Source: an optimization exercise on an open RTL-to-GDS flow (aim: small area, a short achievable clock period and few clock cycles). Production flows keep margins and buffers that such runs may drop. Only simulation tests tie the RTL to the original design; equivalence was not proved.

==> flow/design.v (outline; a module is shown in full before it is edited, if it fits) <==
// module alu: 598 lines
module alu #(
    parameter INST_W = 4,
    parameter INT_W  = 6,
    parameter FRAC_W = 10,
    parameter DATA_W = INT_W + FRAC_W
)(
    input                      i_clk,
    input                      i_rst_n,
    input                      i_in_valid,
    output                     o_busy,
    input         [INST_W-1:0] i_inst,
    input  signed [DATA_W-1:0] i_data_a,
    input  signed [DATA_W-1:0] i_data_b,
    output                     o_out_valid,
    output        [DATA_W-1:0] o_data
);
  // ...
==> flow/flow/run.sh <==
#!/bin/bash
# The standard layout, with faster port buffers and timing repair aimed
# at a shorter period than the design's (the SDC itself is unchanged).
set -euo pipefail
bash standard.sh \
  BUFFER_PORTS_ARGS="-buffer_cell sky130_fd_sc_hd__buf_4" \
  SETUP_SLACK_MARGIN=20.5 \
  finish > standard.log 2>&1
==> flow/standard.sh <==
#!/bin/bash
# synth_recipe.tcl (not shown) runs the flow's synth.tcl, then flattens the netlist and writes it again
# the make line also repeats each setting of config.mk as NAME=value (left out here)
make -C /OpenROAD-flow-scripts/flow DESIGN_CONFIG=/design/flow/config.mk WORK_HOME=/design/flow/orfs CLKGATE_MAP_FILE= SYNTH_SCRIPT=/design/flow/synth_recipe.tcl "${@:-finish}"
==> flow/config.mk <==
export PLATFORM = sky130hd
export DESIGN_NAME = alu
export DESIGN_NICKNAME = alu
export VERILOG_FILES = /design/flow/design.v
export SDC_FILE = /design/flow/constraint.sdc
export NUM_CORES = 4
export LEC_CHECK = 0
export ABC_AREA = 1
export CAP_MARGIN = 20
export CORE_MARGIN = 2
export CORE_UTILIZATION = 40
export SLEW_MARGIN = 20
==> flow/constraint.sdc <==
create_clock -name core_clock -period 27.0 [get_ports {i_clk}]
set_input_delay 5.4000 -clock core_clock [delete_from_list [all_inputs] [get_ports {i_clk}]]
set_output_delay 5.4000 -clock core_clock [all_outputs]
set_load 0.01 [all_outputs]
==> results by group, run 1 <==
Clock tree
  • H-Tree Depth: 1
  • Clock Tree Root: clkbuf_16
  • Setup bufs post-CTS: 1

Synthesis
  • Number of flops mapped to enable cells by yosys: roughly 130
  • XOR/XNOR Fraction of Synth Area: 6.29%
  • Adder-Cell Fraction of Synth Area: approximately 13%
  • Seq/Total Area, Yosys: ~22%

Run status
  • Status: timing/DRC/antenna clean

Worst setup path
  • Critical path class: reg2out
  • Reg-to-reg slack, setup: between 20 and 25 ns
  • Worst R2R End: r1[30]$_SDFF_PN0_
  • Worst path depth: 1

Global routing
  • Grt met1 use: 44.1%
  • Pin count of the biggest net entering global routing: 64
  • Initial antenna violation count: 2

STA
  • Setup Total Neg Slack: 0 ns
  • RSZ-0062 raised after global routing: yes
  • Final Hold Fails: 0

Routing
  • Drt pass-1 iters: 7
  • Routed met3 length: approximately 14,000 um
  • # DRC: 0
  • Vias: roughly 32,000
  • Routed wl met2: roughly 52,000 um
  • DRT iter0 DRCs: about 4,600

Flow run
  • Max cap viols: 0

Place
  • Final GP Congestion: about 1.0

Final layout
  • Fill cells: between 7,000 and 8,000
  • Reg area: 0.00658 mm2
  • Layout Cells excl Fill: 5,313
  • Non-clk buf share: approximately 3.4%
  • Largest register by flop count: m
  • Commonest cells after routing, fill and taps aside: 1,102 x nand2_1, 464 x inv_1, 360 x nor2_1
Testbench counts, summed over its fixed seeds: cycles 3,586.
==> module alu, before the edit <==
module alu #(
    parameter INST_W = 4,
    parameter INT_W  = 6,
    parameter FRAC_W = 10,
    parameter DATA_W = INT_W + FRAC_W
)(
    input                      i_clk,
    input                      i_rst_n,
    input                      i_in_valid,
    output                     o_busy,
    input         [INST_W-1:0] i_inst,
    input  signed [DATA_W-1:0] i_data_a,
    input  signed [DATA_W-1:0] i_data_b,
    output                     o_out_valid,
    output        [DATA_W-1:0] o_data
);
reg        v0;
reg [3:0]  op0;
reg [15:0] a0, b0;
reg        busy_r;
always @(posedge i_clk) begin
    op0 <= i_inst;
    b0  <= i_data_b;
    if (!busy_r) a0 <= i_data_a;
end
reg        s1_res;       
reg        s1_mac;       
reg        s1_sin;       
reg        s1_neg;       
reg  [2:0] row_cnt;      
reg  [3:0] t_cnt;        
reg        out_valid_r;
wire s0_res  = v0 && (op0 != 4'b1001);
wire s0_row  = v0 && (op0 == 4'b1001);
wire s0_last = s0_row && (row_cnt == 3'd7);
wire rows7   = s0_row ? (row_cnt == 3'd6) : (row_cnt == 3'd7);
wire mac0    = s0_res && (op0 == 4'b0010);
always @(posedge i_clk or negedge i_rst_n) begin
    if (!i_rst_n) begin
        v0          <= 1'b0;
        s1_res      <= 1'b0;
        s1_mac      <= 1'b0;
        row_cnt     <= 3'd0;
        t_cnt       <= 4'd0;
        busy_r      <= 1'b0;
        out_valid_r <= 1'b0;
    end else begin
        v0          <= i_in_valid;
        s1_res      <= s0_res;
        s1_mac      <= mac0;
        if (s0_row) row_cnt <= row_cnt + 3'd1;
        if (s0_last) t_cnt <= 4'd8;
        else if (t_cnt != 4'd0) t_cnt <= t_cnt + 4'd1;
        busy_r      <= (i_in_valid && rows7) || (busy_r && (t_cnt != 4'd13));
        out_valid_r <= s1_res || t_cnt[3];
    end
end
always @(posedge i_clk) begin
    s1_sin <= (op0 == 4'b0011);
    s1_neg <= a0[11];
end
assign o_busy      = busy_r;
assign o_out_valid = out_valid_r;
reg [13:0] m [0:7];
reg [3:0]  r7lo;
integer i;
always @(posedge i_clk) begin
    if (s0_row && !s0_last) begin
        for (i = 0; i < 8; i = i + 1)
            m[i] <= {m[i][11:0], a0[(14-i*2)+:2]};
    end
    if (s0_last) r7lo <= a0[3:0];
end
wire        is_sub = op0[0];
wire [15:0] bx     = is_sub ? ~b0 : b0;
wire [15:0] sum_r  = a0 + bx + {15'd0, is_sub};
reg  [15:0] addsub_r;
always @(*) begin
    if (!a0[15] && !bx[15] && sum_r[15])      addsub_r = 16'h7FFF;
    else if (a0[15] && bx[15] && !sum_r[15])  addsub_r = 16'h8000;
    else                                      addsub_r = sum_r;
end
wire [15:0] ma = a0;
wire [15:0] mb = b0;
wire bm_w1 = mb[1];
wire bm_w2 = mb[0] ^ 1'b0;
wire bm_w3 = (mb[1] & ~mb[0] & ~1'b0) | (~mb[1] & mb[0] & 1'b0);
wire bm_w4 = ((bm_w2 & ma[0])) ^ bm_w1;
wire bm_w5 = ((bm_w2 & ma[1]) | (bm_w3 & ma[0])) ^ bm_w1;
wire bm_w6 = ((bm_w2 & ma[2]) | (bm_w3 & ma[1])) ^ bm_w1;
wire bm_w7 = ((bm_w2 & ma[3]) | (bm_w3 & ma[2])) ^ bm_w1;
wire bm_w8 = ((bm_w2 & ma[4]) | (bm_w3 & ma[3])) ^ bm_w1;
wire bm_w9 = ((bm_w2 & ma[5]) | (bm_w3 & ma[4])) ^ bm_w1;
wire bm_w10 = ((bm_w2 & ma[6]) | (bm_w3 & ma[5])) ^ bm_w1;
wire bm_w11 = ((bm_w2 & ma[7]) | (bm_w3 & ma[6])) ^ bm_w1;
wire bm_w12 = ((bm_w2 & ma[8]) | (bm_w3 & ma[7])) ^ bm_w1;
wire bm_w13 = ((bm_w2 & ma[9]) | (bm_w3 & ma[8])) ^ bm_w1;
wire bm_w14 = ((bm_w2 & ma[10]) | (bm_w3 & ma[9])) ^ bm_w1;
wire bm_w15 = ((bm_w2 & ma[11]) | (bm_w3 & ma[10])) ^ bm_w1;
wire bm_w16 = ((bm_w2 & ma[12]) | (bm_w3 & ma[11])) ^ bm_w1;
wire bm_w17 = ((bm_w2 & ma[13]) | (bm_w3 & ma[12])) ^ bm_w1;
wire bm_w18 = ((bm_w2 & ma[14]) | (bm_w3 & ma[13])) ^ bm_w1;
wire bm_w19 = ((bm_w2 & ma[15]) | (bm_w3 & ma[14])) ^ bm_w1;
wire bm_w20 = ~(((bm_w2 & ma[15]) | (bm_w3 & ma[15])) ^ bm_w1);
wire bm_w21 = mb[3];
wire bm_w22 = mb[2] ^ mb[1];
wire bm_w23 = (mb[3] & ~mb[2] & ~mb[1]) | (~mb[3] & mb[2] & mb[1]);
wire bm_w24 = ((bm_w22 & ma[0])) ^ bm_w21;
wire bm_w25 = ((bm_w22 & ma[1]) | (bm_w23 & ma[0])) ^ bm_w21;
wire bm_w26 = ((bm_w22 & ma[2]) | (bm_w23 & ma[1])) ^ bm_w21;
wire bm_w27 = ((bm_w22 & ma[3]) | (bm_w23 & ma[2])) ^ bm_w21;
wire bm_w28 = ((bm_w22 & ma[4]) | (bm_w23 & ma[3])) ^ bm_w21;
wire bm_w29 = ((bm_w22 & ma[5]) | (bm_w23 & ma[4])) ^ bm_w21;
wire bm_w30 = ((bm_w22 & ma[6]) | (bm_w23 & ma[5])) ^ bm_w21;
wire bm_w31 = ((bm_w22 & ma[7]) | (bm_w23 & ma[6])) ^ bm_w21;
wire bm_w32 = ((bm_w22 & ma[8]) | (bm_w23 & ma[7])) ^ bm_w21;
wire bm_w33 = ((bm_w22 & ma[9]) | (bm_w23 & ma[8])) ^ bm_w21;
wire bm_w34 = ((bm_w22 & ma[10]) | (bm_w23 & ma[9])) ^ bm_w21;
wire bm_w35 = ((bm_w22 & ma[11]) | (bm_w23 & ma[10])) ^ bm_w21;
wire bm_w36 = ((bm_w22 & ma[12]) | (bm_w23 & ma[11])) ^ bm_w21;
wire bm_w37 = ((bm_w22 & ma[13]) | (bm_w23 & ma[12])) ^ bm_w21;
wire bm_w38 = ((bm_w22 & ma[14]) | (bm_w23 & ma[13])) ^ bm_w21;
wire bm_w39 = ((bm_w22 & ma[15]) | (bm_w23 & ma[14])) ^ bm_w21;
wire bm_w40 = ~(((bm_w22 & ma[15]) | (bm_w23 & ma[15])) ^ bm_w21);
wire bm_w41 = mb[5];
wire bm_w42 = mb[4] ^ mb[3];
wire bm_w43 = (mb[5] & ~mb[4] & ~mb[3]) | (~mb[5] & mb[4] & mb[3]);
wire bm_w44 = ((bm_w42 & ma[0])) ^ bm_w41;
wire bm_w45 = ((bm_w42 & ma[1]) | (bm_w43 & ma[0])) ^ bm_w41;
wire bm_w46 = ((bm_w42 & ma[2]) | (bm_w43 & ma[1])) ^ bm_w41;
wire bm_w47 = ((bm_w42 & ma[3]) | (bm_w43 & ma[2])) ^ bm_w41;
wire bm_w48 = ((bm_w42 & ma[4]) | (bm_w43 & ma[3])) ^ bm_w41;
wire bm_w49 = ((bm_w42 & ma[5]) | (bm_w43 & ma[4])) ^ bm_w41;
wire bm_w50 = ((bm_w42 & ma[6]) | (bm_w43 & ma[5])) ^ bm_w41;
wire bm_w51 = ((bm_w42 & ma[7]) | (bm_w43 & ma[6])) ^ bm_w41;
wire bm_w52 = ((bm_w42 & ma[8]) | (bm_w43 & ma[7])) ^ bm_w41;
wire bm_w53 = ((bm_w42 & ma[9]) | (bm_w43 & ma[8])) ^ bm_w41;
wire bm_w54 = ((bm_w42 & ma[10]) | (bm_w43 & ma[9])) ^ bm_w41;
wire bm_w55 = ((bm_w42 & ma[11]) | (bm_w43 & ma[10])) ^ bm_w41;
wire bm_w56 = ((bm_w42 & ma[12]) | (bm_w43 & ma[11])) ^ bm_w41;
wire bm_w57 = ((bm_w42 & ma[13]) | (bm_w43 & ma[12])) ^ bm_w41;
wire bm_w58 = ((bm_w42 & ma[14]) | (bm_w43 & ma[13])) ^ bm_w41;
wire bm_w59 = ((bm_w42 & ma[15]) | (bm_w43 & ma[14])) ^ bm_w41;
wire bm_w60 = ~(((bm_w42 & ma[15]) | (bm_w43 & ma[15])) ^ bm_w41);
wire bm_w61 = mb[7];
wire bm_w62 = mb[6] ^ mb[5];
wire bm_w63 = (mb[7] & ~mb[6] & ~mb[5]) | (~mb[7] & mb[6] & mb[5]);
wire bm_w64 = ((bm_w62 & ma[0])) ^ bm_w61;
wire bm_w65 = ((bm_w62 & ma[1]) | (bm_w63 & ma[0])) ^ bm_w61;
wire bm_w66 = ((bm_w62 & ma[2]) | (bm_w63 & ma[1])) ^ bm_w61;
wire bm_w67 = ((bm_w62 & ma[3]) | (bm_w63 & ma[2])) ^ bm_w61;
wire bm_w68 = ((bm_w62 & ma[4]) | (bm_w63 & ma[3])) ^ bm_w61;
wire bm_w69 = ((bm_w62 & ma[5]) | (bm_w63 & ma[4])) ^ bm_w61;
wire bm_w70 = ((bm_w62 & ma[6]) | (bm_w63 & ma[5])) ^ bm_w61;
wire bm_w71 = ((bm_w62 & ma[7]) | (bm_w63 & ma[6])) ^ bm_w61;
wire bm_w72 = ((bm_w62 & ma[8]) | (bm_w63 & ma[7])) ^ bm_w61;
wire bm_w73 = ((bm_w62 & ma[9]) | (bm_w63 & ma[8])) ^ bm_w61;
wire bm_w74 = ((bm_w62 & ma[10]) | (bm_w63 & ma[9])) ^ bm_w61;
wire bm_w75 = ((bm_w62 & ma[11]) | (bm_w63 & ma[10])) ^ bm_w61;
wire bm_w76 = ((bm_w62 & ma[12]) | (bm_w63 & ma[11])) ^ bm_w61;
wire bm_w77 = ((bm_w62 & ma[13]) | (bm_w63 & ma[12])) ^ bm_w61;
wire bm_w78 = ((bm_w62 & ma[14]) | (bm_w63 & ma[13])) ^ bm_w61;
wire bm_w79 = ((bm_w62 & ma[15]) | (bm_w63 & ma[14])) ^ bm_w61;
wire bm_w80 = ~(((bm_w62 & ma[15]) | (bm_w63 & ma[15])) ^ bm_w61);
wire bm_w81 = mb[9];
wire bm_w82 = mb[8] ^ mb[7];
wire bm_w83 = (mb[9] & ~mb[8] & ~mb[7]) | (~mb[9] & mb[8] & mb[7]);
wire bm_w84 = ((bm_w82 & ma[0])) ^ bm_w81;
wire bm_w85 = ((bm_w82 & ma[1]) | (bm_w83 & ma[0])) ^ bm_w81;
wire bm_w86 = ((bm_w82 & ma[2]) | (bm_w83 & ma[1])) ^ bm_w81;
wire bm_w87 = ((bm_w82 & ma[3]) | (bm_w83 & ma[2])) ^ bm_w81;
wire bm_w88 = ((bm_w82 & ma[4]) | (bm_w83 & ma[3])) ^ bm_w81;
wire bm_w89 = ((bm_w82 & ma[5]) | (bm_w83 & ma[4])) ^ bm_w81;
wire bm_w90 = ((bm_w82 & ma[6]) | (bm_w83 & ma[5])) ^ bm_w81;
wire bm_w91 = ((bm_w82 & ma[7]) | (bm_w83 & ma[6])) ^ bm_w81;
wire bm_w92 = ((bm_w82 & ma[8]) | (bm_w83 & ma[7])) ^ bm_w81;
wire bm_w93 = ((bm_w82 & ma[9]) | (bm_w83 & ma[8])) ^ bm_w81;
wire bm_w94 = ((bm_w82 & ma[10]) | (bm_w83 & ma[9])) ^ bm_w81;
wire bm_w95 = ((bm_w82 & ma[11]) | (bm_w83 & ma[10])) ^ bm_w81;
wire bm_w96 = ((bm_w82 & ma[12]) | (bm_w83 & ma[11])) ^ bm_w81;
wire bm_w97 = ((bm_w82 & ma[13]) | (bm_w83 & ma[12])) ^ bm_w81;
wire bm_w98 = ((bm_w82 & ma[14]) | (bm_w83 & ma[13])) ^ bm_w81;
wire bm_w99 = ((bm_w82 & ma[15]) | (bm_w83 & ma[14])) ^ bm_w81;
wire bm_w100 = ~(((bm_w82 & ma[15]) | (bm_w83 & ma[15])) ^ bm_w81);
wire bm_w101 = mb[11];
wire bm_w102 = mb[10] ^ mb[9];
wire bm_w103 = (mb[11] & ~mb[10] & ~mb[9]) | (~mb[11] & mb[10] & mb[9]);
wire bm_w104 = ((bm_w102 & ma[0])) ^ bm_w101;
wire bm_w105 = ((bm_w102 & ma[1]) | (bm_w103 & ma[0])) ^ bm_w101;
wire bm_w106 = ((bm_w102 & ma[2]) | (bm_w103 & ma[1])) ^ bm_w101;
wire bm_w107 = ((bm_w102 & ma[3]) | (bm_w103 & ma[2])) ^ bm_w101;
wire bm_w108 = ((bm_w102 & ma[4]) | (bm_w103 & ma[3])) ^ bm_w101;
wire bm_w109 = ((bm_w102 & ma[5]) | (bm_w103 & ma[4])) ^ bm_w101;
wire bm_w110 = ((bm_w102 & ma[6]) | (bm_w103 & ma[5])) ^ bm_w101;
wire bm_w111 = ((bm_w102 & ma[7]) | (bm_w103 & ma[6])) ^ bm_w101;
wire bm_w112 = ((bm_w102 & ma[8]) | (bm_w103 & ma[7])) ^ bm_w101;
wire bm_w113 = ((bm_w102 & ma[9]) | (bm_w103 & ma[8])) ^ bm_w101;
wire bm_w114 = ((bm_w102 & ma[10]) | (bm_w103 & ma[9])) ^ bm_w101;
wire bm_w115 = ((bm_w102 & ma[11]) | (bm_w103 & ma[10])) ^ bm_w101;
wire bm_w116 = ((bm_w102 & ma[12]) | (bm_w103 & ma[11])) ^ bm_w101;
wire bm_w117 = ((bm_w102 & ma[13]) | (bm_w103 & ma[12])) ^ bm_w101;
wire bm_w118 = ((bm_w102 & ma[14]) | (bm_w103 & ma[13])) ^ bm_w101;
wire bm_w119 = ((bm_w102 & ma[15]) | (bm_w103 & ma[14])) ^ bm_w101;
wire bm_w120 = ~(((bm_w102 & ma[15]) | (bm_w103 & ma[15])) ^ bm_w101);
wire bm_w121 = mb[13];
wire bm_w122 = mb[12] ^ mb[11];
wire bm_w123 = (mb[13] & ~mb[12] & ~mb[11]) | (~mb[13] & mb[12] & mb[11]);
wire bm_w124 = ((bm_w122 & ma[0])) ^ bm_w121;
wire bm_w125 = ((bm_w122 & ma[1]) | (bm_w123 & ma[0])) ^ bm_w121;
wire bm_w126 = ((bm_w122 & ma[2]) | (bm_w123 & ma[1])) ^ bm_w121;
wire bm_w127 = ((bm_w122 & ma[3]) | (bm_w123 & ma[2])) ^ bm_w121;
wire bm_w128 = ((bm_w122 & ma[4]) | (bm_w123 & ma[3])) ^ bm_w121;
wire bm_w129 = ((bm_w122 & ma[5]) | (bm_w123 & ma[4])) ^ bm_w121;
wire bm_w130 = ((bm_w122 & ma[6]) | (bm_w123 & ma[5])) ^ bm_w121;
wire bm_w131 = ((bm_w122 & ma[7]) | (bm_w123 & ma[6])) ^ bm_w121;
wire bm_w132 = ((bm_w122 & ma[8]) | (bm_w123 & ma[7])) ^ bm_w121;
wire bm_w133 = ((bm_w122 & ma[9]) | (bm_w123 & ma[8])) ^ bm_w121;
wire bm_w134 = ((bm_w122 & ma[10]) | (bm_w123 & ma[9])) ^ bm_w121;
wire bm_w135 = ((bm_w122 & ma[11]) | (bm_w123 & ma[10])) ^ bm_w121;
wire bm_w136 = ((bm_w122 & ma[12]) | (bm_w123 & ma[11])) ^ bm_w121;
wire bm_w137 = ((bm_w122 & ma[13]) | (bm_w123 & ma[12])) ^ bm_w121;
wire bm_w138 = ((bm_w122 & ma[14]) | (bm_w123 & ma[13])) ^ bm_w121;
wire bm_w139 = ((bm_w122 & ma[15]) | (bm_w123 & ma[14])) ^ bm_w121;
wire bm_w140 = ~(((bm_w122 & ma[15]) | (bm_w123 & ma[15])) ^ bm_w121);
wire bm_w141 = mb[15];
wire bm_w142 = mb[14] ^ mb[13];
wire bm_w143 = (mb[15] & ~mb[14] & ~mb[13]) | (~mb[15] & mb[14] & mb[13]);
wire bm_w144 = ((bm_w142 & ma[0])) ^ bm_w141;
wire bm_w145 = ((bm_w142 & ma[1]) | (bm_w143 & ma[0])) ^ bm_w141;
wire bm_w146 = ((bm_w142 & ma[2]) | (bm_w143 & ma[1])) ^ bm_w141;
wire bm_w147 = ((bm_w142 & ma[3]) | (bm_w143 & ma[2])) ^ bm_w141;
wire bm_w148 = ((bm_w142 & ma[4]) | (bm_w143 & ma[3])) ^ bm_w141;
wire bm_w149 = ((bm_w142 & ma[5]) | (bm_w143 & ma[4])) ^ bm_w141;
wire bm_w150 = ((bm_w142 & ma[6]) | (bm_w143 & ma[5])) ^ bm_w141;
wire bm_w151 = ((bm_w142 & ma[7]) | (bm_w143 & ma[6])) ^ bm_w141;
wire bm_w152 = ((bm_w142 & ma[8]) | (bm_w143 & ma[7])) ^ bm_w141;
wire bm_w153 = ((bm_w142 & ma[9]) | (bm_w143 & ma[8])) ^ bm_w141;
wire bm_w154 = ((bm_w142 & ma[10]) | (bm_w143 & ma[9])) ^ bm_w141;
wire bm_w155 = ((bm_w142 & ma[11]) | (bm_w143 & ma[10])) ^ bm_w141;
wire bm_w156 = ((bm_w142 & ma[12]) | (bm_w143 & ma[11])) ^ bm_w141;
wire bm_w157 = ((bm_w142 & ma[13]) | (bm_w143 & ma[12])) ^ bm_w141;
wire bm_w158 = ((bm_w142 & ma[14]) | (bm_w143 & ma[13])) ^ bm_w141;
wire bm_w159 = ((bm_w142 & ma[15]) | (bm_w143 & ma[14])) ^ bm_w141;
wire bm_w160 = ~(((bm_w142 & ma[15]) | (bm_w143 & ma[15])) ^ bm_w141);
wire bm_w161 = bm_w14 ^ bm_w32;
wire bm_w162 = bm_w14 & bm_w32;
wire bm_w163 = bm_w15 ^ bm_w33;
wire bm_w164 = bm_w15 & bm_w33;
wire bm_w165 = bm_w16 ^ bm_w34 ^ bm_w52;
wire bm_w166 = (bm_w16 & bm_w34) | (bm_w16 & bm_w52) | (bm_w34 & bm_w52);
wire bm_w167 = bm_w70 ^ bm_w88;
wire bm_w168 = bm_w70 & bm_w88;
wire bm_w169 = bm_w17 ^ bm_w35 ^ bm_w53;
wire bm_w170 = (bm_w17 & bm_w35) | (bm_w17 & bm_w53) | (bm_w35 & bm_w53);
wire bm_w171 = bm_w71 ^ bm_w89;
wire bm_w172 = bm_w71 & bm_w89;
wire bm_w173 = bm_w18 ^ bm_w36 ^ bm_w54;
wire bm_w174 = (bm_w18 & bm_w36) | (bm_w18 & bm_w54) | (bm_w36 & bm_w54);
wire bm_w175 = bm_w72 ^ bm_w90 ^ bm_w108;
wire bm_w176 = (bm_w72 & bm_w90) | (bm_w72 & bm_w108) | (bm_w90 & bm_w108);
wire bm_w177 = bm_w126 ^ bm_w144;
wire bm_w178 = bm_w126 & bm_w144;
wire bm_w179 = bm_w19 ^ bm_w37 ^ bm_w55;
wire bm_w180 = (bm_w19 & bm_w37) | (bm_w19 & bm_w55) | (bm_w37 & bm_w55);
wire bm_w181 = bm_w73 ^ bm_w91 ^ bm_w109;
wire bm_w182 = (bm_w73 & bm_w91) | (bm_w73 & bm_w109) | (bm_w91 & bm_w109);
wire bm_w183 = bm_w127 ^ bm_w145;
wire bm_w184 = bm_w127 & bm_w145;
wire bm_w185 = bm_w20 ^ bm_w38 ^ bm_w56;
wire bm_w186 = (bm_w20 & bm_w38) | (bm_w20 & bm_w56) | (bm_w38 & bm_w56);
wire bm_w187 = bm_w74 ^ bm_w92 ^ bm_w110;
wire bm_w188 = (bm_w74 & bm_w92) | (bm_w74 & bm_w110) | (bm_w92 & bm_w110);
wire bm_w189 = bm_w128 ^ bm_w146 ^ 1'b1;
wire bm_w190 = (bm_w128 & bm_w146) | (bm_w128 & 1'b1) | (bm_w146 & 1'b1);
wire bm_w191 = bm_w39 ^ bm_w57 ^ bm_w75;
wire bm_w192 = (bm_w39 & bm_w57) | (bm_w39 & bm_w75) | (bm_w57 & bm_w75);
wire bm_w193 = bm_w93 ^ bm_w111 ^ bm_w129;
wire bm_w194 = (bm_w93 & bm_w111) | (bm_w93 & bm_w129) | (bm_w111 & bm_w129);
wire bm_w195 = bm_w147 ^ 1'b1;
wire bm_w196 = bm_w147 & 1'b1;
wire bm_w197 = bm_w40 ^ bm_w58 ^ bm_w76;
wire bm_w198 = (bm_w40 & bm_w58) | (bm_w40 & bm_w76) | (bm_w58 & bm_w76);
wire bm_w199 = bm_w94 ^ bm_w112 ^ bm_w130;
wire bm_w200 = (bm_w94 & bm_w112) | (bm_w94 & bm_w130) | (bm_w112 & bm_w130);
wire bm_w201 = bm_w59 ^ bm_w77 ^ bm_w95;
wire bm_w202 = (bm_w59 & bm_w77) | (bm_w59 & bm_w95) | (bm_w77 & bm_w95);
wire bm_w203 = bm_w113 ^ bm_w131;
wire bm_w204 = bm_w113 & bm_w131;
wire bm_w205 = bm_w60 ^ bm_w78 ^ bm_w96;
wire bm_w206 = (bm_w60 & bm_w78) | (bm_w60 & bm_w96) | (bm_w78 & bm_w96);
wire bm_w207 = bm_w79 ^ bm_w97;
wire bm_w208 = bm_w79 & bm_w97;
wire bm_w209 = bm_w10 ^ bm_w28;
wire bm_w210 = bm_w10 & bm_w28;
wire bm_w211 = bm_w11 ^ bm_w29;
wire bm_w212 = bm_w11 & bm_w29;
wire bm_w213 = bm_w12 ^ bm_w30 ^ bm_w48;
wire bm_w214 = (bm_w12 & bm_w30) | (bm_w12 & bm_w48) | (bm_w30 & bm_w48);
wire bm_w215 = bm_w66 ^ bm_w84;
wire bm_w216 = bm_w66 & bm_w84;
wire bm_w217 = bm_w13 ^ bm_w31 ^ bm_w49;
wire bm_w218 = (bm_w13 & bm_w31) | (bm_w13 & bm_w49) | (bm_w31 & bm_w49);
wire bm_w219 = bm_w67 ^ bm_w85;
wire bm_w220 = bm_w67 & bm_w85;
wire bm_w221 = bm_w161 ^ bm_w50 ^ bm_w68;
wire bm_w222 = (bm_w161 & bm_w50) | (bm_w161 & bm_w68) | (bm_w50 & bm_w68);
wire bm_w223 = bm_w86 ^ bm_w104 ^ bm_w101;
wire bm_w224 = (bm_w86 & bm_w104) | (bm_w86 & bm_w101) | (bm_w104 & bm_w101);
wire bm_w225 = bm_w162 ^ bm_w163 ^ bm_w51;
wire bm_w226 = (bm_w162 & bm_w163) | (bm_w162 & bm_w51) | (bm_w163 & bm_w51);
wire bm_w227 = bm_w69 ^ bm_w87 ^ bm_w105;
wire bm_w228 = (bm_w69 & bm_w87) | (bm_w69 & bm_w105) | (bm_w87 & bm_w105);
wire bm_w229 = bm_w164 ^ bm_w165 ^ bm_w167;
wire bm_w230 = (bm_w164 & bm_w165) | (bm_w164 & bm_w167) | (bm_w165 & bm_w167);
wire bm_w231 = bm_w106 ^ bm_w124 ^ bm_w121;
wire bm_w232 = (bm_w106 & bm_w124) | (bm_w106 & bm_w121) | (bm_w124 & bm_w121);
wire bm_w233 = bm_w166 ^ bm_w168 ^ bm_w169;
wire bm_w234 = (bm_w166 & bm_w168) | (bm_w166 & bm_w169) | (bm_w168 & bm_w169);
wire bm_w235 = bm_w171 ^ bm_w107 ^ bm_w125;
wire bm_w236 = (bm_w171 & bm_w107) | (bm_w171 & bm_w125) | (bm_w107 & bm_w125);
wire bm_w237 = bm_w170 ^ bm_w172 ^ bm_w173;
wire bm_w238 = (bm_w170 & bm_w172) | (bm_w170 & bm_w173) | (bm_w172 & bm_w173);
wire bm_w239 = bm_w175 ^ bm_w177 ^ bm_w141;
wire bm_w240 = (bm_w175 & bm_w177) | (bm_w175 & bm_w141) | (bm_w177 & bm_w141);
wire bm_w241 = bm_w174 ^ bm_w176 ^ bm_w178;
wire bm_w242 = (bm_w174 & bm_w176) | (bm_w174 & bm_w178) | (bm_w176 & bm_w178);
wire bm_w243 = bm_w179 ^ bm_w181 ^ bm_w183;
wire bm_w244 = (bm_w179 & bm_w181) | (bm_w179 & bm_w183) | (bm_w181 & bm_w183);
wire bm_w245 = bm_w180 ^ bm_w182 ^ bm_w184;
wire bm_w246 = (bm_w180 & bm_w182) | (bm_w180 & bm_w184) | (bm_w182 & bm_w184);
wire bm_w247 = bm_w185 ^ bm_w187 ^ bm_w189;
wire bm_w248 = (bm_w185 & bm_w187) | (bm_w185 & bm_w189) | (bm_w187 & bm_w189);
wire bm_w249 = bm_w186 ^ bm_w188 ^ bm_w190;
wire bm_w250 = (bm_w186 & bm_w188) | (bm_w186 & bm_w190) | (bm_w188 & bm_w190);
wire bm_w251 = bm_w191 ^ bm_w193 ^ bm_w195;
wire bm_w252 = (bm_w191 & bm_w193) | (bm_w191 & bm_w195) | (bm_w193 & bm_w195);
wire bm_w253 = bm_w192 ^ bm_w194 ^ bm_w196;
wire bm_w254 = (bm_w192 & bm_w194) | (bm_w192 & bm_w196) | (bm_w194 & bm_w196);
wire bm_w255 = bm_w197 ^ bm_w199 ^ bm_w148;
wire bm_w256 = (bm_w197 & bm_w199) | (bm_w197 & bm_w148) | (bm_w199 & bm_w148);
wire bm_w257 = bm_w198 ^ bm_w200 ^ bm_w201;
wire bm_w258 = (bm_w198 & bm_w200) | (bm_w198 & bm_w201) | (bm_w200 & bm_w201);
wire bm_w259 = bm_w203 ^ bm_w149 ^ 1'b1;
wire bm_w260 = (bm_w203 & bm_w149) | (bm_w203 & 1'b1) | (bm_w149 & 1'b1);
wire bm_w261 = bm_w202 ^ bm_w204 ^ bm_w205;
wire bm_w262 = (bm_w202 & bm_w204) | (bm_w202 & bm_w205) | (bm_w204 & bm_w205);
wire bm_w263 = bm_w114 ^ bm_w132 ^ bm_w150;
wire bm_w264 = (bm_w114 & bm_w132) | (bm_w114 & bm_w150) | (bm_w132 & bm_w150);
wire bm_w265 = bm_w206 ^ bm_w207 ^ bm_w115;
wire bm_w266 = (bm_w206 & bm_w207) | (bm_w206 & bm_w115) | (bm_w207 & bm_w115);
wire bm_w267 = bm_w133 ^ bm_w151 ^ 1'b1;
wire bm_w268 = (bm_w133 & bm_w151) | (bm_w133 & 1'b1) | (bm_w151 & 1'b1);
wire bm_w269 = bm_w208 ^ bm_w80 ^ bm_w98;
wire bm_w270 = (bm_w208 & bm_w80) | (bm_w208 & bm_w98) | (bm_w80 & bm_w98);
wire bm_w271 = bm_w116 ^ bm_w134 ^ bm_w152;
wire bm_w272 = (bm_w116 & bm_w134) | (bm_w116 & bm_w152) | (bm_w134 & bm_w152);
wire bm_w273 = bm_w99 ^ bm_w117 ^ bm_w135;
wire bm_w274 = (bm_w99 & bm_w117) | (bm_w99 & bm_w135) | (bm_w117 & bm_w135);
wire bm_w275 = bm_w153 ^ 1'b1;
wire bm_w276 = bm_w153 & 1'b1;
wire bm_w277 = bm_w100 ^ bm_w118 ^ bm_w136;
wire bm_w278 = (bm_w100 & bm_w118) | (bm_w100 & bm_w136) | (bm_w118 & bm_w136);
wire bm_w279 = bm_w119 ^ bm_w137;
wire bm_w280 = bm_w119 & bm_w137;
wire bm_w281 = bm_w8 ^ bm_w26;
wire bm_w282 = bm_w8 & bm_w26;
wire bm_w283 = bm_w9 ^ bm_w27;
wire bm_w284 = bm_w9 & bm_w27;
wire bm_w285 = bm_w209 ^ bm_w46 ^ bm_w64;
wire bm_w286 = (bm_w209 & bm_w46) | (bm_w209 & bm_w64) | (bm_w46 & bm_w64);
wire bm_w287 = bm_w210 ^ bm_w211 ^ bm_w47;
wire bm_w288 = (bm_w210 & bm_w211) | (bm_w210 & bm_w47) | (bm_w211 & bm_w47);
wire bm_w289 = bm_w212 ^ bm_w213 ^ bm_w215;
wire bm_w290 = (bm_w212 & bm_w213) | (bm_w212 & bm_w215) | (bm_w213 & bm_w215);
wire bm_w291 = bm_w214 ^ bm_w216 ^ bm_w217;
wire bm_w292 = (bm_w214 & bm_w216) | (bm_w214 & bm_w217) | (bm_w216 & bm_w217);
wire bm_w293 = bm_w218 ^ bm_w220 ^ bm_w221;
wire bm_w294 = (bm_w218 & bm_w220) | (bm_w218 & bm_w221) | (bm_w220 & bm_w221);
wire bm_w295 = bm_w222 ^ bm_w224 ^ bm_w225;
wire bm_w296 = (bm_w222 & bm_w224) | (bm_w222 & bm_w225) | (bm_w224 & bm_w225);
wire bm_w297 = bm_w226 ^ bm_w228 ^ bm_w229;
wire bm_w298 = (bm_w226 & bm_w228) | (bm_w226 & bm_w229) | (bm_w228 & bm_w229);
wire bm_w299 = bm_w230 ^ bm_w232 ^ bm_w233;
wire bm_w300 = (bm_w230 & bm_w232) | (bm_w230 & bm_w233) | (bm_w232 & bm_w233);
wire bm_w301 = bm_w234 ^ bm_w236 ^ bm_w237;
wire bm_w302 = (bm_w234 & bm_w236) | (bm_w234 & bm_w237) | (bm_w236 & bm_w237);
wire bm_w303 = bm_w238 ^ bm_w240 ^ bm_w241;
wire bm_w304 = (bm_w238 & bm_w240) | (bm_w238 & bm_w241) | (bm_w240 & bm_w241);
wire bm_w305 = bm_w242 ^ bm_w244 ^ bm_w245;
wire bm_w306 = (bm_w242 & bm_w244) | (bm_w242 & bm_w245) | (bm_w244 & bm_w245);
wire bm_w307 = bm_w246 ^ bm_w248 ^ bm_w249;
wire bm_w308 = (bm_w246 & bm_w248) | (bm_w246 & bm_w249) | (bm_w248 & bm_w249);
wire bm_w309 = bm_w250 ^ bm_w252 ^ bm_w253;
wire bm_w310 = (bm_w250 & bm_w252) | (bm_w250 & bm_w253) | (bm_w252 & bm_w253);
wire bm_w311 = bm_w254 ^ bm_w256 ^ bm_w257;
wire bm_w312 = (bm_w254 & bm_w256) | (bm_w254 & bm_w257) | (bm_w256 & bm_w257);
wire bm_w313 = bm_w258 ^ bm_w260 ^ bm_w261;
wire bm_w314 = (bm_w258 & bm_w260) | (bm_w258 & bm_w261) | (bm_w260 & bm_w261);
wire bm_w315 = bm_w262 ^ bm_w264 ^ bm_w265;
wire bm_w316 = (bm_w262 & bm_w264) | (bm_w262 & bm_w265) | (bm_w264 & bm_w265);
wire bm_w317 = bm_w266 ^ bm_w268 ^ bm_w269;
wire bm_w318 = (bm_w266 & bm_w268) | (bm_w266 & bm_w269) | (bm_w268 & bm_w269);
wire bm_w319 = bm_w270 ^ bm_w272 ^ bm_w273;
wire bm_w320 = (bm_w270 & bm_w272) | (bm_w270 & bm_w273) | (bm_w272 & bm_w273);
wire bm_w321 = bm_w274 ^ bm_w276 ^ bm_w277;
wire bm_w322 = (bm_w274 & bm_w276) | (bm_w274 & bm_w277) | (bm_w276 & bm_w277);
wire bm_w323 = bm_w278 ^ bm_w279 ^ bm_w155;
wire bm_w324 = (bm_w278 & bm_w279) | (bm_w278 & bm_w155) | (bm_w279 & bm_w155);
wire bm_w325 = bm_w280 ^ bm_w120 ^ bm_w138;
wire bm_w326 = (bm_w280 & bm_w120) | (bm_w280 & bm_w138) | (bm_w120 & bm_w138);
wire bm_w327 = bm_w139 ^ bm_w157;
wire bm_w328 = bm_w139 & bm_w157;
wire bm_w329 = bm_w6 ^ bm_w24;
wire bm_w330 = bm_w6 & bm_w24;
wire bm_w331 = bm_w7 ^ bm_w25;
wire bm_w332 = bm_w7 & bm_w25;
wire bm_w333 = bm_w281 ^ bm_w44 ^ bm_w41;
wire bm_w334 = (bm_w281 & bm_w44) | (bm_w281 & bm_w41) | (bm_w44 & bm_w41);
wire bm_w335 = bm_w282 ^ bm_w283 ^ bm_w45;
wire bm_w336 = (bm_w282 & bm_w283) | (bm_w282 & bm_w45) | (bm_w283 & bm_w45);
wire bm_w337 = bm_w284 ^ bm_w285 ^ bm_w61;
wire bm_w338 = (bm_w284 & bm_w285) | (bm_w284 & bm_w61) | (bm_w285 & bm_w61);
wire bm_w339 = bm_w286 ^ bm_w287 ^ bm_w65;
wire bm_w340 = (bm_w286 & bm_w287) | (bm_w286 & bm_w65) | (bm_w287 & bm_w65);
wire bm_w341 = bm_w288 ^ bm_w289 ^ bm_w81;
wire bm_w342 = (bm_w288 & bm_w289) | (bm_w288 & bm_w81) | (bm_w289 & bm_w81);
wire bm_w343 = bm_w290 ^ bm_w291 ^ bm_w219;
wire bm_w344 = (bm_w290 & bm_w291) | (bm_w290 & bm_w219) | (bm_w291 & bm_w219);
wire bm_w345 = bm_w292 ^ bm_w293 ^ bm_w223;
wire bm_w346 = (bm_w292 & bm_w293) | (bm_w292 & bm_w223) | (bm_w293 & bm_w223);
wire bm_w347 = bm_w294 ^ bm_w295 ^ bm_w227;
wire bm_w348 = (bm_w294 & bm_w295) | (bm_w294 & bm_w227) | (bm_w295 & bm_w227);
wire bm_w349 = bm_w296 ^ bm_w297 ^ bm_w231;
wire bm_w350 = (bm_w296 & bm_w297) | (bm_w296 & bm_w231) | (bm_w297 & bm_w231);
wire bm_w351 = bm_w298 ^ bm_w299 ^ bm_w235;
wire bm_w352 = (bm_w298 & bm_w299) | (bm_w298 & bm_w235) | (bm_w299 & bm_w235);
wire bm_w353 = bm_w300 ^ bm_w301 ^ bm_w239;
wire bm_w354 = (bm_w300 & bm_w301) | (bm_w300 & bm_w239) | (bm_w301 & bm_w239);
wire bm_w355 = bm_w302 ^ bm_w303 ^ bm_w243;
wire bm_w356 = (bm_w302 & bm_w303) | (bm_w302 & bm_w243) | (bm_w303 & bm_w243);
wire bm_w357 = bm_w304 ^ bm_w305 ^ bm_w247;
wire bm_w358 = (bm_w304 & bm_w305) | (bm_w304 & bm_w247) | (bm_w305 & bm_w247);
wire bm_w359 = bm_w306 ^ bm_w307 ^ bm_w251;
wire bm_w360 = (bm_w306 & bm_w307) | (bm_w306 & bm_w251) | (bm_w307 & bm_w251);
wire bm_w361 = bm_w308 ^ bm_w309 ^ bm_w255;
wire bm_w362 = (bm_w308 & bm_w309) | (bm_w308 & bm_w255) | (bm_w309 & bm_w255);
wire bm_w363 = bm_w310 ^ bm_w311 ^ bm_w259;
wire bm_w364 = (bm_w310 & bm_w311) | (bm_w310 & bm_w259) | (bm_w311 & bm_w259);
wire bm_w365 = bm_w312 ^ bm_w313 ^ bm_w263;
wire bm_w366 = (bm_w312 & bm_w313) | (bm_w312 & bm_w263) | (bm_w313 & bm_w263);
wire bm_w367 = bm_w314 ^ bm_w315 ^ bm_w267;
wire bm_w368 = (bm_w314 & bm_w315) | (bm_w314 & bm_w267) | (bm_w315 & bm_w267);
wire bm_w369 = bm_w316 ^ bm_w317 ^ bm_w271;
wire bm_w370 = (bm_w316 & bm_w317) | (bm_w316 & bm_w271) | (bm_w317 & bm_w271);
wire bm_w371 = bm_w318 ^ bm_w319 ^ bm_w275;
wire bm_w372 = (bm_w318 & bm_w319) | (bm_w318 & bm_w275) | (bm_w319 & bm_w275);
wire bm_w373 = bm_w320 ^ bm_w321 ^ bm_w154;
wire bm_w374 = (bm_w320 & bm_w321) | (bm_w320 & bm_w154) | (bm_w321 & bm_w154);
wire bm_w375 = bm_w322 ^ bm_w323 ^ 1'b1;
wire bm_w376 = (bm_w322 & bm_w323) | (bm_w322 & 1'b1) | (bm_w323 & 1'b1);
wire bm_w377 = bm_w324 ^ bm_w325 ^ bm_w156;
wire bm_w378 = (bm_w324 & bm_w325) | (bm_w324 & bm_w156) | (bm_w325 & bm_w156);
wire bm_w379 = bm_w326 ^ bm_w327 ^ 1'b1;
wire bm_w380 = (bm_w326 & bm_w327) | (bm_w326 & 1'b1) | (bm_w327 & 1'b1);
wire bm_w381 = bm_w328 ^ bm_w140 ^ bm_w158;
wire bm_w382 = (bm_w328 & bm_w140) | (bm_w328 & bm_w158) | (bm_w140 & bm_w158);
wire bm_w383 = bm_w159 ^ 1'b1;
wire bm_w384 = bm_w159 & 1'b1;
wire [31:0] bm_x = {1'b1, bm_w384, bm_w382, bm_w380, bm_w378, bm_w376, bm_w374, bm_w372, bm_w370, bm_w368, bm_w366, bm_w364, bm_w362, bm_w360, bm_w358, bm_w356, bm_w354, bm_w352, bm_w350, bm_w348, bm_w346, bm_w344, bm_w342, bm_w340, bm_w338, bm_w336, bm_w334, bm_w332, bm_w330, bm_w329, bm_w5, bm_w4};
wire [31:0] bm_y = {1'b0, bm_w160, bm_w383, bm_w381, bm_w379, bm_w377, bm_w375, bm_w373, bm_w371, bm_w369, bm_w367, bm_w365, bm_w363, bm_w361, bm_w359, bm_w357, bm_w355, bm_w353, bm_w351, bm_w349, bm_w347, bm_w345, bm_w343, bm_w341, bm_w339, bm_w337, bm_w335, bm_w333, bm_w331, bm_w21, 1'b0, bm_w1};
wire [31:0] prod = bm_x + bm_y;
wire [11:0] sin_x = a0[11:0];
wire [10:0] sin_u = sin_x[11] ? (~sin_x[10:0] + 11'd1) : sin_x[10:0];
wire [12:0] sin_rom;
localparam [2047:0] SIN_T0 = 2048'h71c70e3c78f0e1e1e1f0f83e0f81f01f80ff00ff800fff800007fffffffffff80000fff800ff807f80f7871e38f1c71ce38c739c6739cc663319998cccccc9999b3266cd9366d936c926dbffe003ff007f807f80fc07e07e07c1f83e1f078471e38e71c71ce39c639ce718ce7398ce63399ccc66633333199999999b33332666ccd993266c99326c9b26c9b64db649b6d924924924924925b6d24b6d25b4b696d2d2d2d2d2d2d296b4a5ad294a5294a56b5a95ad4ad4ad5a952a54a952ad5aa55aad56ab55aa955aab556aa9556aaa5556aaa95554aaaad55556aaaaab55555552aaaaaaaaa55555555555555552aaaaaaaaaaaaaaaaaaaaaaaaaaaaaaaaaaaa;
assign sin_rom[0] = SIN_T0[sin_u];
localparam [2047:0] SIN_T1 = 2048'hfc0fe03f80fe01fe00ff801ff800fff8000ffff8000007fffffffffffffffffffff000000ffff8000f7f81fc0fe07e0fc0f83e0783e0f87c3e1e1f0f0f0f1e1e3c3870e1c78e1c70e38e3fffffc00007fff8000fff8007ff801ffc01ff8007e03f07e07e0fc1f83e0f81f0f83e0f07c3e1f0f8783c3c3e1e1e1e1e3c3c3c7870f1e1c3870e1c38f1c38f1c78e3871c71e38e38e38e38e39c71c738e39c738e71ce31ce31ce31ce738c631ce739ce7398c6319ce7318ce6319cc67319cce63399cce673399cce66333998cce6673339998ccce66673333199998cccccc666666633333333339999999999999999ccccccccccccccccccccccccccccccccccccc;
assign sin_rom[1] = SIN_T1[sin_u];
localparam [2047:0] SIN_T2 = 2048'h3ffe0007ffe0001ffff800007fffff800000007fffffffffffffffffffffffffffffffff3fffffff08001fff0007ff000ffc007fc00ff803fe01ff00ff01fe03fc07f01f80fe07f03f03ffffffffff80000000ffffff800001ffffe000078003ff8007ff001ffc00ffe00ffdff007fc01ff007fc03fc01fe01fe03fc03f807f01fe03f80fe03f01fc0fe07f03f81f81fc0fc0fc0fc0fc1f81f83f03e07c0f81f03e0fc1f03e0f83f07c1f07c1f07c1f07c1e0f83e0f07c1e0f87c1e0f07c3e1f0f87c3e1f0f87c3c1e0f0f8783c3e1e0f0f078783c3c1e1e1f0f0f0f87878783c3c3c3c3c1e1e1e1e1e1e1e1e0f0f0f0f0f0f0f0f0f0f0f0f0f0f0f0f0f0f0;
assign sin_rom[2] = SIN_T2[sin_u];
localparam [2047:0] SIN_T3 = 2048'h1ffffffe000000007ffffffffff8000000000000000000000000000000000000000003fffffffffffe0000007fffff000007ffff00003fffe0000fffe0003fff8001fff0007ffc003ffffffffffffffffff000000000001fffffffffffffc000007ffffe00000fffff00000007fffe00007fffc0001fffe0003fffc0007ffe0003fff0003ffe000fff8003ffe001fff000fff000ffe001ffc003ff800ffe003ff001ffc00ffc007fe007fe007fe007fe00ffc00ff801ff007fe00ff803fe00ff803fe00ff803fe00ff007fc03fe00ff007f803fc01fe01ff00ff007f807fc03fc03fc01fe01fe01fe01fe00ff00ff00ff00ff00ff00ff00ff00ff00ff00;
assign sin_rom[3] = SIN_T3[sin_u];
localparam [2047:0] SIN_T4 = 2048'h1fffffffffffffffffff8000000000000000000000000000000000000000003ffffffff00000000007ffffffffff8000000003ffffffff00000003ffffffe0000007fffffdfffffffffffffffffffffffffffffe00000000000000000007ffffffffff0000000000007ffffffff800000001fffffffc00000007ffffffc0000003ffffff0000003fffffe000000ffffff000001fffffc00000fffffc00001fffff000007ffff800007ffff80000fffff00001ffff80000ffffc0000ffffc0000ffffc0000ffff80003ffff00007fffc0001fffe0000ffff80007fffc0003fffe0001fffe0001ffff0000ffff0000ffff0000ffff0000ffff0000;
assign sin_rom[4] = SIN_T4[sin_u];
localparam [2047:0] SIN_T5 = 2048'h7ffffffffffffffffffffffffffffffffffffffffffffffffffffffffffff800000000000000000003fffffffffffffffc00000000000007fffffffffffffffffffffffffffffffffffffffffffffffffffffff8000000000000000001ffff800000000000000001fffffffffffffff800000000000003ffffffffffffc000000000000fffffffffffe00000000000ffffffffffe00000000007fffffffff8000000000fffffffffe000000000fffffffff000000000fffffffff000000003ffffffff800000001ffffffff000000007fffffffc00000001fffffffe00000000ffffffff00000000ffffffff00000000;
assign sin_rom[5] = SIN_T5[sin_u];
localparam [2047:0] SIN_T6 = 2048'h3ffffffffffffffffffffffffffffffffffffffc000000000000000000000000000007fffffffffffffffffffffffffffffffffffffffffffff800000000000000000000000000000000000000000000000001fffffffffffffffffffffffffffffc0000000000000000000000000fffffffffffffffffffffff0000000000000000000007fffffffffffffffffff0000000000000000000ffffffffffffffffff000000000000000003ffffffffffffffffe00000000000000007fffffffffffffffe0000000000000000ffffffffffffffff0000000000000000;
assign sin_rom[6] = SIN_T6[sin_u];
localparam [2047:0] SIN_T7 = 2048'h3ffffffff0000000000000000000000000000000000000000000000000000000000007fffffe0000000000000000000000000000000000000007fffffffffffffffffffffffffffffffffffffffffffffffffe0000000000000000000000000000000000000000000000000000000ffffffffffffffffffffffffffffffffffffffffffff800000000000000000000000000000000000000fffffffffffffffffffffffffffffffffffc0000000000000000000000000000000007ffffffffffffffffffffffffffffffff00000000000000000000000000000000;
assign sin_rom[7] = SIN_T7[sin_u];
localparam [2047:0] SIN_T8 = 2048'h3ffffffffffffffffffffffffffffffffffffffffffffffffffffffffffffffffffff80000000000000000000000000000000000000000000007fffffffffffffffffffffffffffffffffffffffffffffffffffffffffffffffffffffffffffffffffffffffffffffffffffffffff00000000000000000000000000000000000000000000000000000000000000000000000000000000000fffffffffffffffffffffffffffffffffffffffffffffffffffffffffffffffffffff80000000000000000000000000000000000000000000000000000000000000000;
assign sin_rom[8] = SIN_T8[sin_u];
localparam [2047:0] SIN_T9 = 2048'h3ffffffff0000000000000000000000000000000000000000000000000000000000000000001ffffffffffffffffffffffffffffffffffffffffffffffffffffffffffffffffffffffffffffffffffffffffffffffffffffffffffffffffffffffffffffffffffffffffffffffffffffffffffffffffffffffffffffffffffffffffffffffffffffffffffffffffffffffffffffffffffff00000000000000000000000000000000000000000000000000000000000000000000000000000000000000000000000000000000000000000000000000000000000000;
assign sin_rom[9] = SIN_T9[sin_u];
localparam [2047:0] SIN_T10 = 2048'h3ffffffffffffffffffffffffffffffffffffffffffffffffffffffffffffffffffffffffffffffffffffffffffffffffffffffffffffffffff80000000000000000000000000000000000000000000000000000000000000000000000000000000000000000000000000000000000000000000000000000000000000000000000000000000000000000000000000000000000000000000000000000000000000000000000000000000000000000000000000000000000000000000000000000000000000000000000000000000000000000000000000000000000;
assign sin_rom[10] = SIN_T10[sin_u];
localparam [2047:0] SIN_T11 = 2048'hffffffffffffffffffffffffffffffffffffffffffffffffffffffffffffffffffffffffffc00000000000000000000000000000000000000000000000000000000000000000000000000000000000000000000000000000000000000000000000000000000000000000000000000000000000000000000000000000000000000000000000000000000000000000000000000000000000000000000000000000000000000000000000000000000000000000000000000000000000000000000000000000000000000000000000000000000000000000000000000000000000000000000000000000000000000000000000000000000000000000000000000000;
assign sin_rom[11] = SIN_T11[sin_u];
localparam [2047:0] SIN_T12 = 2048'hffffffffffffffffffffffffffffffffffffffffffffffffffffffffffffffffffffffffffc00000000000000000000000000000000000000000000000000000000000000000000000000000000000000000000000000000000000000000000000000000000000000000000000000000000000000000000000000000000000000000000000000000000000000000000000000000000000000000000000000000000000000000000000000000000000000000000000000000000000000000000000000000000000000000000000000000000000000000000000000000000000000000000000000000000000000000000000000000000000000000000000000000;
assign sin_rom[12] = SIN_T12[sin_u];
wire [12:0] sin_m = {sin_rom[12], sin_rom[11] | (sin_x == 12'h800), sin_rom[10:0]};
wire [15:0] gray_r = a0 ^ {1'b0, a0[15:1]};
wire pc_w1 = ~a0[0] ^ ~a0[1] ^ ~a0[2];
wire pc_w2 = (~a0[0] & ~a0[1]) | (~a0[0] & ~a0[2]) | (~a0[1] & ~a0[2]);
wire pc_w3 = ~a0[3] ^ ~a0[4] ^ ~a0[5];
wire pc_w4 = (~a0[3] & ~a0[4]) | (~a0[3] & ~a0[5]) | (~a0[4] & ~a0[5]);
wire pc_w5 = ~a0[6] ^ ~a0[7] ^ ~a0[8];
wire pc_w6 = (~a0[6] & ~a0[7]) | (~a0[6] & ~a0[8]) | (~a0[7] & ~a0[8]);
wire pc_w7 = ~a0[9] ^ ~a0[10] ^ ~a0[11];
wire pc_w8 = (~a0[9] & ~a0[10]) | (~a0[9] & ~a0[11]) | (~a0[10] & ~a0[11]);
wire pc_w9 = ~a0[12] ^ ~a0[13] ^ ~a0[14];
wire pc_w10 = (~a0[12] & ~a0[13]) | (~a0[12] & ~a0[14]) | (~a0[13] & ~a0[14]);
wire pc_w11 = pc_w1 ^ pc_w3 ^ pc_w5;
wire pc_w12 = (pc_w1 & pc_w3) | (pc_w1 & pc_w5) | (pc_w3 & pc_w5);
wire pc_w13 = pc_w7 ^ pc_w9 ^ ~a0[15];
wire pc_w14 = (pc_w7 & pc_w9) | (pc_w7 & ~a0[15]) | (pc_w9 & ~a0[15]);
wire pc_w15 = pc_w2 ^ pc_w4 ^ pc_w6;
wire pc_w16 = (pc_w2 & pc_w4) | (pc_w2 & pc_w6) | (pc_w4 & pc_w6);
wire pc_w17 = pc_w12 ^ pc_w14 ^ pc_w15;
wire pc_w18 = (pc_w12 & pc_w14) | (pc_w12 & pc_w15) | (pc_w14 & pc_w15);
wire pc_w19 = pc_w17 ^ pc_w8 ^ pc_w10;
wire pc_w20 = (pc_w17 & pc_w8) | (pc_w17 & pc_w10) | (pc_w8 & pc_w10);
wire pc_w21 = pc_w20 ^ pc_w18 ^ pc_w16;
wire pc_w22 = (pc_w20 & pc_w18) | (pc_w20 & pc_w16) | (pc_w18 & pc_w16);
wire [4:0] pc_x = {1'b0, pc_w22, pc_w21, pc_w19, pc_w11};
wire [4:0] pc_y = {1'b0, 1'b0, 1'b0, 1'b0, pc_w13};
wire [4:0]  zeros   = pc_x + pc_y;
wire        is_lrcw = (op0 == 4'b0101);
wire [15:0] rt_src  = is_lrcw ? b0 : a0;
wire [3:0]  rt_amt  = is_lrcw ? zeros[3:0] : b0[3:0];
wire [31:0] rt_w    = {rt_src, rt_src} >> rt_amt;
reg  [15:0] lr_mask;
integer j;
always @(*) begin
    for (j = 0; j < 16; j = j + 1) lr_mask[j] = is_lrcw && ({1'b0, zeros} < 6'd16 - j[5:0]);
end
wire [15:0] fs_r    = rt_w[15:0] ^ lr_mask;
reg  [4:0] clz;
integer k;
always @(*) begin
    clz = 5'd16;
    for (k = 0; k < 16; k = k + 1) if (a0[k]) clz = 5'd15 - k[4:0];
end
wire [15:0] clz_r = {11'd0, clz};
reg  [15:0] rm_r;
integer n;
always @(*) begin
    for (n = 0; n < 13; n = n + 1) rm_r[n] = (a0[n+:4] == b0[(15-n)-:4]);
    rm_r[15:13] = 3'b000;
end
reg [15:0] res0;
always @(*) begin
    case (op0)
    4'b0000, 4'b0001: res0 = addsub_r;
    4'b0011:          res0 = {3'b000, sin_m};
    4'b0100:          res0 = gray_r;
    4'b0101, 4'b0110: res0 = fs_r;
    4'b0111:          res0 = clz_r;
    default:          res0 = rm_r;
    endcase
end
reg [31:0] r1;
always @(posedge i_clk) r1 <= (op0 == 4'b0010) ? prod : {16'd0, res0};
reg  [35:0] acc;
wire [35:0] mac = {{4{r1[31]}}, r1} + acc;
reg  [35:0] acc_n;
always @(*) begin
    if (!r1[31] && !acc[35] && mac[35])      acc_n = {1'b0, {35{1'b1}}};
    else if (r1[31] && acc[35] && !mac[35])  acc_n = {1'b1, {35{1'b0}}};
    else                                     acc_n = mac;
end
always @(posedge i_clk or negedge i_rst_n) begin
    if (!i_rst_n) acc <= 36'd0;
    else if (s1_mac) acc <= acc_n;
end
reg [15:0] mac_r;
always @(*) begin
    if (acc_n[35] == 1'b0) begin
        if (acc_n[34:0] >= {{10{1'b0}}, {16{1'b1}}, {9{1'b0}}}) mac_r = 16'h7FFF;
        else mac_r = acc_n[25:10] + {15'd0, acc_n[9]};
    end else begin
        if (acc_n[34:0] <= {{10{1'b1}}, {16{1'b0}}, {9{1'b1}}}) mac_r = 16'h8000;
        else mac_r = acc_n[25:10] + {15'd0, acc_n[9]};
    end
end
wire [12:0] sin_s = s1_neg ? (~r1[12:0] + 13'd1) : r1[12:0];
wire [2:0]  tc    = t_cnt[2:0];
wire [1:0]  t_lst = (tc == 3'd6) ? r7lo[3:2] : (tc == 3'd7) ? r7lo[1:0] : a0[(14-tc*2)+:2];
wire [15:0] t_col = {m[tc], t_lst};
reg [15:0] o_data_r;
always @(posedge i_clk) begin
    if (t_cnt[3])    o_data_r <= t_col;
    else if (s1_mac) o_data_r <= mac_r;
    else if (s1_sin) o_data_r <= {{3{sin_s[12]}}, sin_s};
    else             o_data_r <= r1[15:0];
end
assign o_data = o_data_r;
endmodule
==> run 2: changes to the inputs <==
--- a/flow/design.v
+++ b/flow/design.v
@@ -17,11 +17,12 @@
 reg        v0;
 reg [3:0]  op0;
 reg [15:0] a0, b0;
-reg        busy_r;
+reg        busy_r;       
+reg        busy_i;       
 always @(posedge i_clk) begin
     op0 <= i_inst;
     b0  <= i_data_b;
-    if (!busy_r) a0 <= i_data_a;
+    if (!busy_i) a0 <= i_data_a;
 end
 reg        s1_res;       
 reg        s1_mac;       
@@ -35,6 +36,7 @@
 wire s0_last = s0_row && (row_cnt == 3'd7);
 wire rows7   = s0_row ? (row_cnt == 3'd6) : (row_cnt == 3'd7);
 wire mac0    = s0_res && (op0 == 4'b0010);
+wire last_in = i_in_valid && rows7;
 always @(posedge i_clk or negedge i_rst_n) begin
     if (!i_rst_n) begin
         v0          <= 1'b0;
@@ -43,16 +45,18 @@
         row_cnt     <= 3'd0;
         t_cnt       <= 4'd0;
         busy_r      <= 1'b0;
+        busy_i      <= 1'b0;
         out_valid_r <= 1'b0;
     end else begin
         v0          <= i_in_valid;
         s1_res      <= s0_res;
         s1_mac      <= mac0;
         if (s0_row) row_cnt <= row_cnt + 3'd1;
-        if (s0_last) t_cnt <= 4'd8;
+        if (last_in) t_cnt <= 4'd9;
         else if (t_cnt != 4'd0) t_cnt <= t_cnt + 4'd1;
-        busy_r      <= (i_in_valid && rows7) || (busy_r && (t_cnt != 4'd13));
-        out_valid_r <= s1_res || t_cnt[3];
+        busy_r      <= last_in || (busy_r && (t_cnt != 4'd13));
+        busy_i      <= last_in || (busy_i && (t_cnt != 4'd13));
+        out_valid_r <= last_in || s1_res || t_cnt[3];
     end
 end
 always @(posedge i_clk) begin
@@ -62,14 +66,14 @@
 assign o_busy      = busy_r;
 assign o_out_valid = out_valid_r;
 reg [13:0] m [0:7];
-reg [3:0]  r7lo;
+reg [1:0]  r7lo;
 integer i;
 always @(posedge i_clk) begin
     if (s0_row && !s0_last) begin
         for (i = 0; i < 8; i = i + 1)
             m[i] <= {m[i][11:0], a0[(14-i*2)+:2]};
     end
-    if (s0_last) r7lo <= a0[3:0];
+    if (s0_last) r7lo <= a0[1:0];
 end
 wire        is_sub = op0[0];
 wire [15:0] bx     = is_sub ? ~b0 : b0;
@@ -585,11 +589,14 @@
 end
 wire [12:0] sin_s = s1_neg ? (~r1[12:0] + 13'd1) : r1[12:0];
 wire [2:0]  tc    = t_cnt[2:0];
-wire [1:0]  t_lst = (tc == 3'd6) ? r7lo[3:2] : (tc == 3'd7) ? r7lo[1:0] : a0[(14-tc*2)+:2];
+wire [1:0]  t_lst = (tc == 3'd7) ? r7lo : a0[(14-tc*2)+:2];
 wire [15:0] t_col = {m[tc], t_lst};
+wire [15:0] t_0   = s0_row ? {m[0][11:0], a0[15:14], i_data_a[15:14]}
+                           : {m[0], i_data_a[15:14]};
 reg [15:0] o_data_r;
 always @(posedge i_clk) begin
-    if (t_cnt[3])    o_data_r <= t_col;
+    if (last_in)     o_data_r <= t_0;
+    else if (t_cnt[3]) o_data_r <= t_col;
     else if (s1_mac) o_data_r <= mac_r;
     else if (s1_sin) o_data_r <= {{3{sin_s[12]}}, sin_s};
     else             o_data_r <= r1[15:0];
--- a/flow/config.mk
+++ b/flow/config.mk
@@ -9,4 +9,6 @@
 export CAP_MARGIN = 20
 export CORE_MARGIN = 2
 export CORE_UTILIZATION = 40
+export CTS_CLUSTER_DIAMETER = 200
+export CTS_CLUSTER_SIZE = 22
 export SLEW_MARGIN = 20
==> run 2 against run 1 <==
  * Still clean on timing, DRC and antenna
  * Synthesized cell count rose by 1.2%
  * Wire length is 1.5% higher
  * Critical path depth stayed put
  * Register-to-register slack lost 0.20 ns
  * Global-route usage fell by 0.45 points
  * Hold slack improved by 0.016 ns
  * Design area is 0.76% lower
  * Utilization fell by 0.70 points
  * Highest routed layer unchanged
==> results by group, run 2 <==
Synthesis
  • Seq/Total Area, Yosys: 22.0% (-0.43 points)
  • XOR/XNOR Fraction of Synth Area: 6.74% (+0.45 points)
  • Synth Net Count: between 4,000 and 5,000
  • Most used DFF post-synth: edfxtp_1
  • Adder-Cell Fraction of Synth Area: 13.2% (-0.19 points)
  • Multiplexer area fraction after synthesis: 0.0760%
  • #FFs+latches synth: approximately 250
  • Number of distinct library cells after synthesis: 67
  • Number of flops mapped to enable cells by yosys: 130 (-1.5%)
  • Largest family of logic cells by synthesized area: simple AND/OR/NAND/NOR gates
  • Synth Area in Compound Gates: between 20% and 30%
  • Count leader, synth: nand2_1
  • Synth Instances: around 4,400
  • Most instantiated cells after synthesis: 1,078 x nand2_1, 500 x inv_1, 365 x nor2_1
  • Netlist Area Pre-Place: roughly 0.030 mm2
  • Ys async rst share: roughly a fifth
  • Yosys warns: 2
  • Top cells by area, synth: nand2_1 14%, edfxtp_1 13%, ha_1 6.7%, fa_1 6.5%, inv_1 6.3%
  • Area fraction of the dominant cell type after synthesis: between 10 and 15%

Place
  • IO buf count: 56
  • DP Worst Slack: roughly 20 ns
  • Final GP Congestion: 1.05 (-0.33%)
  • Post-DP HPWL: 91,600 um

Worst setup path
  • Crit-path cells: buf_4
  • Reg2reg path depth: 26
  • Worst path depth: 1 (unchanged)
  • Startpoint Class: flop
  • Crit end category: output port
  • Crit Path Max Fanout: 1
  • WP buf/inv: 1
  • Gate family responsible for the most delay along the worst path: flip-flops
  • CP Data Required Time: 21.60 ns
  • Reg-to-reg slack, setup: 20.54 ns (-0.20 ns)
  • Crit path DAT: 1.07 ns
  • Critical path class: reg2out
  • Slowest cell on crit path: dfxtp_1

Routing
  • Final ANT Viol Nets: 0
  • DRT iter0 DRCs: 4,179 (-8.9%)
  • Via density per instance: about 6
  • Drt pass-1 iters: 8 (+1)
  • Routed met3 length: 13,700 um (about the same)
  • WL met1: 52,000 um
  • Routed wl met2: 52,600 um (+1.3%)
  • Total wire length: about 120,000 um
  • Routed len/inst: 23.4 um
  • # DRC: 0 (unchanged)
  • Vias: 32,300 (+0.80%)
  • DR top layer: met5

Run status
  • Status: timing/DRC/antenna clean

STA
  • Fin crit period: about 6.5 ns
  • Final cycle utilization of the critical path: 24.0%
  • Setup Total Neg Slack: 0 ns (unchanged)
  • Setup Viol. Count Final: 0
  • Fmax: 155 MHz
  • Rel. slew slack: between 10% and 20%
  • Final WS setup: roughly 20 ns
  • Final Hold Fails: 0 (unchanged)
  • Slew Limit Fails: 0
  • RSZ-0062 raised after global routing: yes
  • Final Skew: 0.0397 ns

Floorplan
  • Die area: about 0.076 mm2
  • Total core area: approximately 0.073 mm2
  • Site Rows: between 90 and 100
  • Die height: 276 um
  • Starting density of the core: around 40%
  • # IOs: 57

Min path
  • Worst hold stages: 0
  • Hold WC Path Type: reg2reg

Clock tree
  • Clock slew at reported path FFs: about 0.09 ns
  • Clock buffer depth: 3
  • Clock Tree Root: clkbuf_16
  • H-Tree Depth: 1 (unchanged)
  • Hold_buf cts: 0
  • # clock sinks: approximately 250
  • CTS tree: built
  • Num CTS Buffers: 15

Final layout
  • Most common cell after layout, fill and taps aside: nand2_1
  • Largest register by flop count: m
  • Area Growth Syn to Fin: 5.94%
  • Reg area: 0.00653 mm2 (-0.70%)
  • Commonest cells after routing, fill and taps aside: 1,073 x nand2_1, 500 x inv_1, 361 x nor2_1
  • Multi-input combinational cell area: 0.0202 mm2
  • Fill cells: 7,871 (+1.4%)
  • Max reg flops: around 110
  • Nets: approximately 4,600
  • Biggest regs: m x112, acc x36, r1 x32

Global routing
  • Initial antenna violation count: 5 (+3)
  • Tot GR Track Use: between 30% and 40%
  • Pin count of the biggest net entering global routing: 66 (+3.1%)
  • Vias in the first global route: around 30,000
  • First-pass GRT wire length: roughly 190,000 um

Flow run
  • Max cap viols: 0 (unchanged)
==> run 2: kinds of logic after synthesis <==
kind of cell | count (synthesis)
multiplexers | 2
AO/OA/AOI/OAI | 1072
flip-flops | 249
buffers and inverters | 762
AND/OR/NAND/NOR | 1870
XOR/XNOR | 228
adder cells (fa/ha/maj) | 255
==> run 2: final timing paths <==
path / from / end
worst max-delay path: o_data_r[1]$_DFF_P_ / o_data[1]
worst min-delay path: m[2][6]$_DFFE_PP_ / m[2][8]$_DFFE_PP_
worst max register to register: a0[0]$_DFFE_PN_ / r1[0]$_DFF_P_
worst min register to register: m[2][6]$_DFFE_PP_ / m[2][8]$_DFFE_PP_
max in group asynchronous: i_rst_n / acc[30]$_DFFE_PN0P_
min in group asynchronous: i_rst_n / acc[0]$_DFFE_PN0P_
==> run 2: final cells by class <==
cell class	instances	area share, %
Antenna cell	1	0.00797
Clock buffer	23	1.29
Clock inverter	3	0.0956
Inverter	520	6.24
Multi-Input combinational cell	3427	64.3
Sequential cell	249	20.8
Tap cell	959	3.82
Timing Repair Buffer	141	3.45
Timing Repair inverter	1	0.0159
==> run 2: through the flow <==
step,instance area (um2),utilization [%],instances,hold slack (ns)
after global routing,31400,42.9,5323,0.459
after floorplan,29600,-,4438,0.412
after CTS,31400,42.8,5321,0.451
after detailed placement,30900,42.2,5295,0.432
final,31400,42.9,5324,0.447
after global placement,30900,42.2,5294,0.430
==> run 2: worst reg2reg max path, delay by kind of cell (launching register included) <==
family | cells | cell delay [ns]
buf+inv | 8 | 1.73
fa+ha+maj | 2 | 0.90
flops | 1 | 0.40
simple gates | 13 | 2.35
compound gates | 3 | 1.04
==> run 2: what timing repair did <==
action | 4_1_cts | 5_1_grt
cloned | 0 | 1
setup endpoints to repair | 21 | 21
buffers inserted | 0 | 1
gates resized for setup | 3 | 7
==> run 2: per-layer routing <==
metal | GRT usage (%) | vias up
met5 | 0 | -
met3 | 6.66 | 444
met4 | 13.8 | 8
li1 | - | 14800
met1 | 43.0 | 15000
met2 | 47.5 | 2058
Testbench counts of run 2, summed over its fixed seeds: cycles 3,420.

==> port drivers added, routing unchanged <==
How much do the figures lean on ideal ports? The routed layouts below were timed once more, with nothing changed but the port constraints.
Step 1 sets driving cells, clkbuf_16 on the clock port and buf_2 on the other inputs (assumed; they add their load-dependent delay and slew).
Step 2 also shifts input and output timing later by t, the mid clock arrival at the registers, as if the neighbouring blocks saw the same clock.
Slacks: ideal ports / drivers / drivers and shift; pairs: ideal ports / drivers.
run | shift t [ns] | setup WS [ns] | worst setup path after step 2 | worst slew at a driven data input, ns
run 1 | 0.645 | 20.470 / 20.407 / 20.742 | register to register | 0.06
run 2 | 0.593 | 20.533 / 20.460 / 20.190 | input to register | 0.08
After both steps every run listed still meets setup and hold. The setup slack of run 2, which loses most, moves by -0.073 ns with the drivers and by -0.343 ns with both steps.
